From an optimization exercise on the open Yosys and OpenROAD flow, aimed at small area; shortcuts taken in it are not production practice.
Only simulation tests tie the RTL to the original design; equivalence was not proved.
No activity file was given, so power comes from the tool's default toggle rates.

==> run a <==
## btle_rx
module btle_rx #
(
  parameter SAMPLE_PER_SYMBOL = 8,
  parameter GFSK_DEMODULATION_BIT_WIDTH = 16,
  parameter LEN_UNIQUE_BIT_SEQUENCE = 32,
  parameter CHANNEL_NUMBER_BIT_WIDTH = 6,
  parameter CRC_STATE_BIT_WIDTH = 24
) (
  input wire clk,
  input wire rst,
  input wire [(LEN_UNIQUE_BIT_SEQUENCE-1) : 0] unique_bit_sequence,
  input wire [(CHANNEL_NUMBER_BIT_WIDTH-1) : 0] channel_number,
  input wire [(CRC_STATE_BIT_WIDTH-1) : 0] crc_state_init_bit,
  input wire signed [(GFSK_DEMODULATION_BIT_WIDTH-1) : 0] i,
  input wire signed [(GFSK_DEMODULATION_BIT_WIDTH-1) : 0] q,
  input wire iq_valid,
  output wire hit_flag,
  output reg  decode_run,
  output reg  decode_end,
  output reg  crc_ok,
  output reg  [2:0] best_phase,
  output reg  [6:0] payload_length,
  output reg  [7:0] pdu_octet_mem_data,
  input  wire [5:0] pdu_octet_mem_addr
);
==> flow/config.mk <==
export PLATFORM = sky130hd
export DESIGN_NAME = btle_rx
export DESIGN_NICKNAME = btle_rx
export VERILOG_FILES = /design/flow/design.v
export SDC_FILE = /design/flow/constraint.sdc
export NUM_CORES = 4
export LEC_CHECK = 0
export CAP_MARGIN = 20
export CORE_MARGIN = 2
export CORE_UTILIZATION = 55
export CTS_BUF_LIST = sky130_fd_sc_hd__clkbuf_8
export CTS_CLUSTER_DIAMETER = 60
export CTS_CLUSTER_SIZE = 18
export PLACE_DENSITY = 0.65
export SLEW_MARGIN = 20
==> flow/constraint.sdc <==
create_clock -name core_clock -period 20.0 [get_ports {clk}]
set_input_delay 4.0000 -clock core_clock [delete_from_list [all_inputs] [get_ports {clk}]]
set_output_delay 4.0000 -clock core_clock [all_outputs]
set_load 0.01 [all_outputs]
standard.sh (not shown) runs the stock make flow with config.mk's settings and CLKGATE_MAP_FILE= SYNTH_SCRIPT=/design/flow/synth_recipe.tcl, a recipe that flattens the netlist after the stock synthesis.
==> flow/flow/run.sh <==
#!/bin/bash
# Layout flow: the standard ORFS flow (standard.sh) with these changes:
# * synthesis: ABC maps the logic with an area-oriented script (flow/area.abc)
#   instead of ORFS's delay-oriented one; the Yosys passes and flip-flop
#   mapping are the standard ones, so the registers are the same;
# * port buffers: every input and output still gets its buffer, of the
#   smallest buffer cell (buf_1; repair_design resizes it where needed).
set -euo pipefail
W=$(pwd)
{
  echo "proc abc {args} {"
  echo "  set i [lsearch -exact \$args -script]"
  echo "  if {\$i >= 0} { lset args [expr {\$i+1}] $W/flow/area.abc }"
  echo "  yosys abc {*}\$args"
  echo "}"
  cat "$W/synth_recipe.tcl"
} > "$W/area_synth.tcl"
CTS="-sink_clustering_enable -repair_clock_nets -sink_clustering_size 18"
CTS="$CTS -sink_clustering_max_diameter 60 -buf_list sky130_fd_sc_hd__clkbuf_8 -dont_use_dummy_load"
bash "$W/standard.sh" SYNTH_SCRIPT="$W/area_synth.tcl" "CTS_ARGS=$CTS" \
  "BUFFER_PORTS_ARGS=-buffer_cell sky130_fd_sc_hd__buf_1" finish > "$W/standard_flow.log" 2>&1
==> flow/flow/area.abc <==
&get -n
&st
&dch
&nf -R 1000
&put
topo
stime -c
==> inputs of run b, as changes to run a <==
--- a/flow/design.v
+++ b/flow/design.v
@@ -191,17 +191,16 @@
 reg [5:0] mcnt;
 always @ (posedge clk) begin
   if (rst) mcnt <= 0;
   else mcnt <= mcnt + 1;
 end
 wire [5:0] rd_slot = pdu_octet_mem_addr + mcnt;
 wire [5:0] mslot = -mcnt;
 reg [511:0] ring [0:7];
-wire [5:0] addr_phase [0:7];
 generate
   for (g=0; g<8; g=g+1) begin : g_phase
     wire bv  = v5 & (tag5 == g);
     wire bvd = v6 & (tag6 == g);
     assign hit_flag_internal[g] = aa_match & bv;
     always @ (posedge clk) begin
       if (crst | hit_flag_internal[g]) begin
         wl[g] <= wl_init;
@@ -221,17 +220,16 @@
       .payload_length(payload_length_internal[g]),
       .payload_length_valid(payload_length_valid[g]),
       .octet(octet_internal[g]),
       .octet_valid(octet_valid[g]),
       .decode_end(decode_end_internal[g]),
       .crc_ok(crc_ok_internal[g])
     );
     reg [5:0] addr;
-    assign addr_phase[g] = addr;
     reg       pend;
     reg       hr;
     reg [7:0] pdata;
     wire      we = pend & (addr == mslot);
     always @ (posedge clk) begin
       if (rst) begin
         addr <= 0;
         pend <= 0;
@@ -306,20 +304,18 @@
         end else begin : g1
           assign grp[8*gp+gb][gg] = (ring[gp][8*(3*gg)+gb] & sel_wd[3*gg]);
         end
       end
       assign pd[gp][gb] = (|grp[8*gp+gb]) & sel_ph[gp];
     end
   end
 endgenerate
-wire [5:0] addr_best = addr_phase[best_phase];
 always @* begin
   pdu_octet_mem_data = pd[0] | pd[1] | pd[2] | pd[3] | pd[4] | pd[5] | pd[6] | pd[7];
-  if (pdu_octet_mem_addr == addr_best) pdu_octet_mem_data = 8'd0;
 end
 endmodule
 `timescale 1ns / 1ps
 module btle_rx_core (
   input wire clk,
   input wire rst,
   input wire hit_flag,
   input wire adv_pdu_flag,
==> flow/flow/run.sh (replaced) <==
#!/bin/bash
# Layout flow: the standard ORFS flow (standard.sh), with one change in
# synthesis: ABC maps the logic with an area-oriented script (flow/area.abc)
# instead of ORFS's delay-oriented one. Everything else (Yosys passes, flip-flop
# mapping, floorplan, placement, CTS, routing) is the standard flow.
set -euo pipefail
W=$(pwd)
{
  echo "proc abc {args} {"
  echo "  set i [lsearch -exact \$args -script]"
  echo "  if {\$i >= 0} { lset args [expr {\$i+1}] $W/flow/area.abc }"
  echo "  yosys abc {*}\$args"
  echo "}"
  cat "$W/synth_recipe.tcl"
} > "$W/area_synth.tcl"
bash "$W/standard.sh" SYNTH_SCRIPT="$W/area_synth.tcl" finish > "$W/standard_flow.log" 2>&1
CORE_UTILIZATION = 70   (was 55)
CTS_CLUSTER_DIAMETER = 45   (was 60)
PLACE_DENSITY = 0.8   (was 0.65)
==> inputs of run c, as changes to run a <==
--- a/flow/design.v
+++ b/flow/design.v
@@ -191,17 +191,16 @@
 reg [5:0] mcnt;
 always @ (posedge clk) begin
   if (rst) mcnt <= 0;
   else mcnt <= mcnt + 1;
 end
 wire [5:0] rd_slot = pdu_octet_mem_addr + mcnt;
 wire [5:0] mslot = -mcnt;
 reg [511:0] ring [0:7];
-wire [5:0] addr_phase [0:7];
 generate
   for (g=0; g<8; g=g+1) begin : g_phase
     wire bv  = v5 & (tag5 == g);
     wire bvd = v6 & (tag6 == g);
     assign hit_flag_internal[g] = aa_match & bv;
     always @ (posedge clk) begin
       if (crst | hit_flag_internal[g]) begin
         wl[g] <= wl_init;
@@ -221,17 +220,16 @@
       .payload_length(payload_length_internal[g]),
       .payload_length_valid(payload_length_valid[g]),
       .octet(octet_internal[g]),
       .octet_valid(octet_valid[g]),
       .decode_end(decode_end_internal[g]),
       .crc_ok(crc_ok_internal[g])
     );
     reg [5:0] addr;
-    assign addr_phase[g] = addr;
     reg       pend;
     reg       hr;
     reg [7:0] pdata;
     wire      we = pend & (addr == mslot);
     always @ (posedge clk) begin
       if (rst) begin
         addr <= 0;
         pend <= 0;
@@ -306,20 +304,18 @@
         end else begin : g1
           assign grp[8*gp+gb][gg] = (ring[gp][8*(3*gg)+gb] & sel_wd[3*gg]);
         end
       end
       assign pd[gp][gb] = (|grp[8*gp+gb]) & sel_ph[gp];
     end
   end
 endgenerate
-wire [5:0] addr_best = addr_phase[best_phase];
 always @* begin
   pdu_octet_mem_data = pd[0] | pd[1] | pd[2] | pd[3] | pd[4] | pd[5] | pd[6] | pd[7];
-  if (pdu_octet_mem_addr == addr_best) pdu_octet_mem_data = 8'd0;
 end
 endmodule
 `timescale 1ns / 1ps
 module btle_rx_core (
   input wire clk,
   input wire rst,
   input wire hit_flag,
   input wire adv_pdu_flag,
==> flow/flow/run.sh (replaced) <==
#!/bin/bash
# Layout flow: the standard ORFS flow (standard.sh), with one change in
# synthesis: ABC maps the logic with an area-oriented script (flow/area.abc)
# instead of ORFS's delay-oriented one. Everything else (Yosys passes, flip-flop
# mapping, floorplan, placement, CTS, routing) is the standard flow.
set -euo pipefail
W=$(pwd)
{
  echo "proc abc {args} {"
  echo "  set i [lsearch -exact \$args -script]"
  echo "  if {\$i >= 0} { lset args [expr {\$i+1}] $W/flow/area.abc }"
  echo "  yosys abc {*}\$args"
  echo "}"
  cat "$W/synth_recipe.tcl"
} > "$W/area_synth.tcl"
bash "$W/standard.sh" SYNTH_SCRIPT="$W/area_synth.tcl" finish > "$W/standard_flow.log" 2>&1
CTS_CLUSTER_DIAMETER = 50   (was 60)
CTS_CLUSTER_SIZE = 16   (was 18)
==> notes <==
Maximum frequency, highest first: run b, run a, run c. In synthesized cell count, run c and run b do not differ. Clock-buffer cell count, lowest first: run a, run c, run b. In sequential power, run b and run c hardly differ.
==> figures <==
item	run a	run b	run c
Per-cell via count in the routed design	6.44	6.85	6.31
DRT Pass-1 Iters	11	13	12
Grt met1 use	42.7%	46.5%	39.8%
Area of the mapped netlist	161000 um2	161000 um2	161000 um2
Share of the synthesized area in the top cell type	55.8%	55.9%	55.9%
Status	timing/DRC/antenna clean	timing/DRC/antenna clean	timing/DRC/antenna clean
Logic power comb	4.60 mW	4.55 mW	4.54 mW
Flop2flop setup slack	4.64 ns	4.88 ns	4.56 ns
Number of clock buffers in the layout	356	478	467
Endpoint arrival time on the critical path	16.25 ns	16.11 ns	16.43 ns

* * *

==> build 29 <==
Starting RTL as in the previous note.
// btle_rx
module btle_rx #
(
  parameter SAMPLE_PER_SYMBOL = 8,
  parameter GFSK_DEMODULATION_BIT_WIDTH = 16,
  parameter LEN_UNIQUE_BIT_SEQUENCE = 32,
  parameter CHANNEL_NUMBER_BIT_WIDTH = 6,
  parameter CRC_STATE_BIT_WIDTH = 24
) (
  input wire clk,
  input wire rst,
  input wire [(LEN_UNIQUE_BIT_SEQUENCE-1) : 0] unique_bit_sequence,
  input wire [(CHANNEL_NUMBER_BIT_WIDTH-1) : 0] channel_number,
  input wire [(CRC_STATE_BIT_WIDTH-1) : 0] crc_state_init_bit,
  input wire signed [(GFSK_DEMODULATION_BIT_WIDTH-1) : 0] i,
  input wire signed [(GFSK_DEMODULATION_BIT_WIDTH-1) : 0] q,
  input wire iq_valid,
  output wire hit_flag,
  output reg  decode_run,
  output reg  decode_end,
  output reg  crc_ok,
  output reg  [2:0] best_phase,
  output reg  [6:0] payload_length,
  output reg  [7:0] pdu_octet_mem_data,
  input  wire [5:0] pdu_octet_mem_addr
);
clock: 20.0 ns
lec_check: 0
cap_margin: 20
core_margin: 2
core_utilization: 55
cts_buf_list: sky130_fd_sc_hd__clkbuf_8
cts_cluster_diameter: 50
cts_cluster_size: 16
place_density: 0.65
slew_margin: 20
==> flow/flow/run.sh <==
#!/bin/bash
# Layout flow: the standard ORFS flow (standard.sh) with these changes:
# * synthesis: ABC maps the logic with an area-oriented script (flow/area.abc)
#   instead of ORFS's delay-oriented one; the Yosys passes and flip-flop
#   mapping are the standard ones, so the registers are the same;
# * port buffers: every input and output still gets its buffer, of the
#   smallest buffer cell (buf_1; repair_design resizes it where needed).
set -euo pipefail
W=$(pwd)
{
  echo "proc abc {args} {"
  echo "  set i [lsearch -exact \$args -script]"
  echo "  if {\$i >= 0} { lset args [expr {\$i+1}] $W/flow/area.abc }"
  echo "  yosys abc {*}\$args"
  echo "}"
  cat "$W/synth_recipe.tcl"
} > "$W/area_synth.tcl"
CTS="-sink_clustering_enable -repair_clock_nets -sink_clustering_size 16"
CTS="$CTS -sink_clustering_max_diameter 50 -buf_list sky130_fd_sc_hd__clkbuf_8 -dont_use_dummy_load"
bash "$W/standard.sh" SYNTH_SCRIPT="$W/area_synth.tcl" "CTS_ARGS=$CTS" \
  "BUFFER_PORTS_ARGS=-buffer_cell sky130_fd_sc_hd__buf_1" finish > "$W/standard_flow.log" 2>&1
Scripts as last shown in full above: flow/flow/area.abc
==> trial 89: changes against build 29 <==
--- a/flow/design.v
+++ b/flow/design.v
@@ -194,11 +194,10 @@
   else mcnt <= mcnt + 1;
 end
 wire [5:0] rd_slot = pdu_octet_mem_addr + mcnt;
 wire [5:0] mslot = -mcnt;
 reg [511:0] ring [0:7];
-wire [5:0] addr_phase [0:7];
 generate
   for (g=0; g<8; g=g+1) begin : g_phase
     wire bv  = v5 & (tag5 == g);
     wire bvd = v6 & (tag6 == g);
     assign hit_flag_internal[g] = aa_match & bv;
@@ -224,11 +223,10 @@
       .octet_valid(octet_valid[g]),
       .decode_end(decode_end_internal[g]),
       .crc_ok(crc_ok_internal[g])
     );
     reg [5:0] addr;
-    assign addr_phase[g] = addr;
     reg       pend;
     reg       hr;
     reg [7:0] pdata;
     wire      we = pend & (addr == mslot);
     always @ (posedge clk) begin
@@ -309,14 +307,12 @@
       end
       assign pd[gp][gb] = (|grp[8*gp+gb]) & sel_ph[gp];
     end
   end
 endgenerate
-wire [5:0] addr_best = addr_phase[best_phase];
 always @* begin
   pdu_octet_mem_data = pd[0] | pd[1] | pd[2] | pd[3] | pd[4] | pd[5] | pd[6] | pd[7];
-  if (pdu_octet_mem_addr == addr_best) pdu_octet_mem_data = 8'd0;
 end
 endmodule
 `timescale 1ns / 1ps
 module btle_rx_core (
   input wire clk,
==> flow/flow/run.sh (replaced) <==
#!/bin/bash
set -euo pipefail
W=$(pwd)
{
  echo "proc abc {args} {"
  echo "  set i [lsearch -exact \$args -script]"
  echo "  if {\$i >= 0} { lset args [expr {\$i+1}] $W/flow/area.abc }"
  echo "  yosys abc {*}\$args"
  echo "}"
  cat "$W/synth_recipe.tcl"
} > "$W/area_synth.tcl"
CTS="-sink_clustering_enable -repair_clock_nets -sink_clustering_size 16"
CTS="$CTS -sink_clustering_max_diameter 50 -buf_list sky130_fd_sc_hd__clkbuf_8 -dont_use_dummy_load"
bash "$W/standard.sh" SYNTH_SCRIPT="$W/area_synth.tcl" "CTS_ARGS=$CTS" finish > "$W/standard_flow.log" 2>&1
==> results.txt <==
	build 29	trial 89
Vias in the first global route	100.4k	102.3k
Number of nets produced by synthesis	11.67k	11.85k
Worst slack after detailed placement	4.673 ns	4.642 ns
Tightest hold margin	0.2738 ns	0.2366 ns
Relative slew slack	8.919%	19.17%
Number of standard cells after synthesis	11.16k	11.35k
Fraction of synthesized area in multiplexers	1.632%	0.7220%
Logic power comb	4.59 mW	4.55 mW
Final std cell area, no fill	0.1752 sq mm	0.1756 sq mm
Area share of the leading cell type in the synthesized netlist	55.78%	55.92%
CP required	20.88 ns	20.97 ns
Area growth from synthesis to layout	8.697%	9.193%
Pin count of the biggest net entering global routing	89	100
Run status	finished clean	finished clean
Number of antenna violations at the first check in global routing	30	27

* * *

==> inputs of job 3984 <==
btle_rx, a different RTL version from the one above (not shown whole).
clock: 20.0 ns
lec_check: 0
cap_margin: 20
core_margin: 2
core_utilization: 55
cts_buf_list: sky130_fd_sc_hd__clkbuf_16
cts_cluster_diameter: 60
cts_cluster_size: 24
place_density: 0.65
slew_margin: 20
==> flow/flow/run.sh <==
#!/bin/bash
# Layout flow: the standard ORFS flow (standard.sh), with one change in
# synthesis: ABC maps the logic with an area-oriented script (flow/area.abc)
# instead of ORFS's delay-oriented one. Everything else (Yosys passes, flip-flop
# mapping, floorplan, placement, CTS, routing) is the standard flow.
set -euo pipefail
W=$(pwd)
{
  echo "proc abc {args} {"
  echo "  set i [lsearch -exact \$args -script]"
  echo "  if {\$i >= 0} { lset args [expr {\$i+1}] $W/flow/area.abc }"
  echo "  yosys abc {*}\$args"
  echo "}"
  cat "$W/synth_recipe.tcl"
} > "$W/area_synth.tcl"
bash "$W/standard.sh" SYNTH_SCRIPT="$W/area_synth.tcl" finish > "$W/standard_flow.log" 2>&1
Scripts as last shown in full above: flow/flow/area.abc
==> job 9423: changes against job 3984 <==
- CTS_BUF_LIST: sky130_fd_sc_hd__clkbuf_16 -> sky130_fd_sc_hd__clkbuf_8
- CTS_CLUSTER_DIAMETER: 60 -> 50
- CTS_CLUSTER_SIZE: 24 -> 16
==> flow_summary.ini <==
[outcome]
outcome = timing/DRC/antenna clean

[final_layout]
design_area_mm2 = 0.189
final-clk-cell-share_pct = 5.49

[cts]
cts_made_buffers = 321

[timing]
timing.hold.ws_ns = 0.327

[pwr]
p_comb_mw = 5.16

[grt]
use_met1_pct = 34.3
-- figures above: job 3984

==> flow_summary.ini <==
[final_layout]
final-clk-cell-share_pct = 4.72
regMostFlops = ring
design_area_mm2 = 0.187

[logic_synthesis]
synth-seq-area-share_pct = 68.9

[grt]
use_met1_pct = 34.3

[cts]
cts_made_buffers = 441

[timing]
timing.hold.ws_ns = 0.284
slew_violations = 0

[pwr]
p_comb_mw = 5.17
power_frac_seq_pct = 50.1

[outcome]
outcome = timing/DRC/antenna clean
-- figures above: job 9423

[separate check: timing with driven ports]
The flow's constraints put no driver on any port. The routed layouts listed below were extracted and timed again, unchanged, in two steps.
Step 1, drivers: a clkbuf_16 drives clk and a buf_2 each remaining input, both assumed.
Step 2 moves the port delays by t, midway between the first and last clock arrival at a register: inputs arrive t later, outputs are due t later. That takes back most of the time a late clock gives input paths.
Slacks: no drivers / after step 1 / after step 2; pairs: no drivers / after step 1.
run	shift t [ns]	setup WS [ns]	worst setup path after step 2	latest minus earliest clock arrival (ns)
run a	1.151	4.643 / 4.643 / 4.643	register to register	0.138 / 0.137
run b	1.200	4.879 / 4.879 / 4.879	register to register	0.137 / 0.137
run c	1.202	4.563 / 4.563 / 4.563	register to register	0.147 / 0.146
build 29	1.154	4.641 / 4.641 / 4.641	register to register	0.143 / 0.144
trial 89	1.186	4.628 / 4.628 / 4.628	register to register	0.220 / 0.220
job 3984	1.017	4.581 / 4.581 / 4.581	register to register	0.058 / 0.058
job 9423	1.200	4.568 / 4.568 / 4.568	register to register	0.098 / 0.098
After both steps every run listed still meets setup and hold.
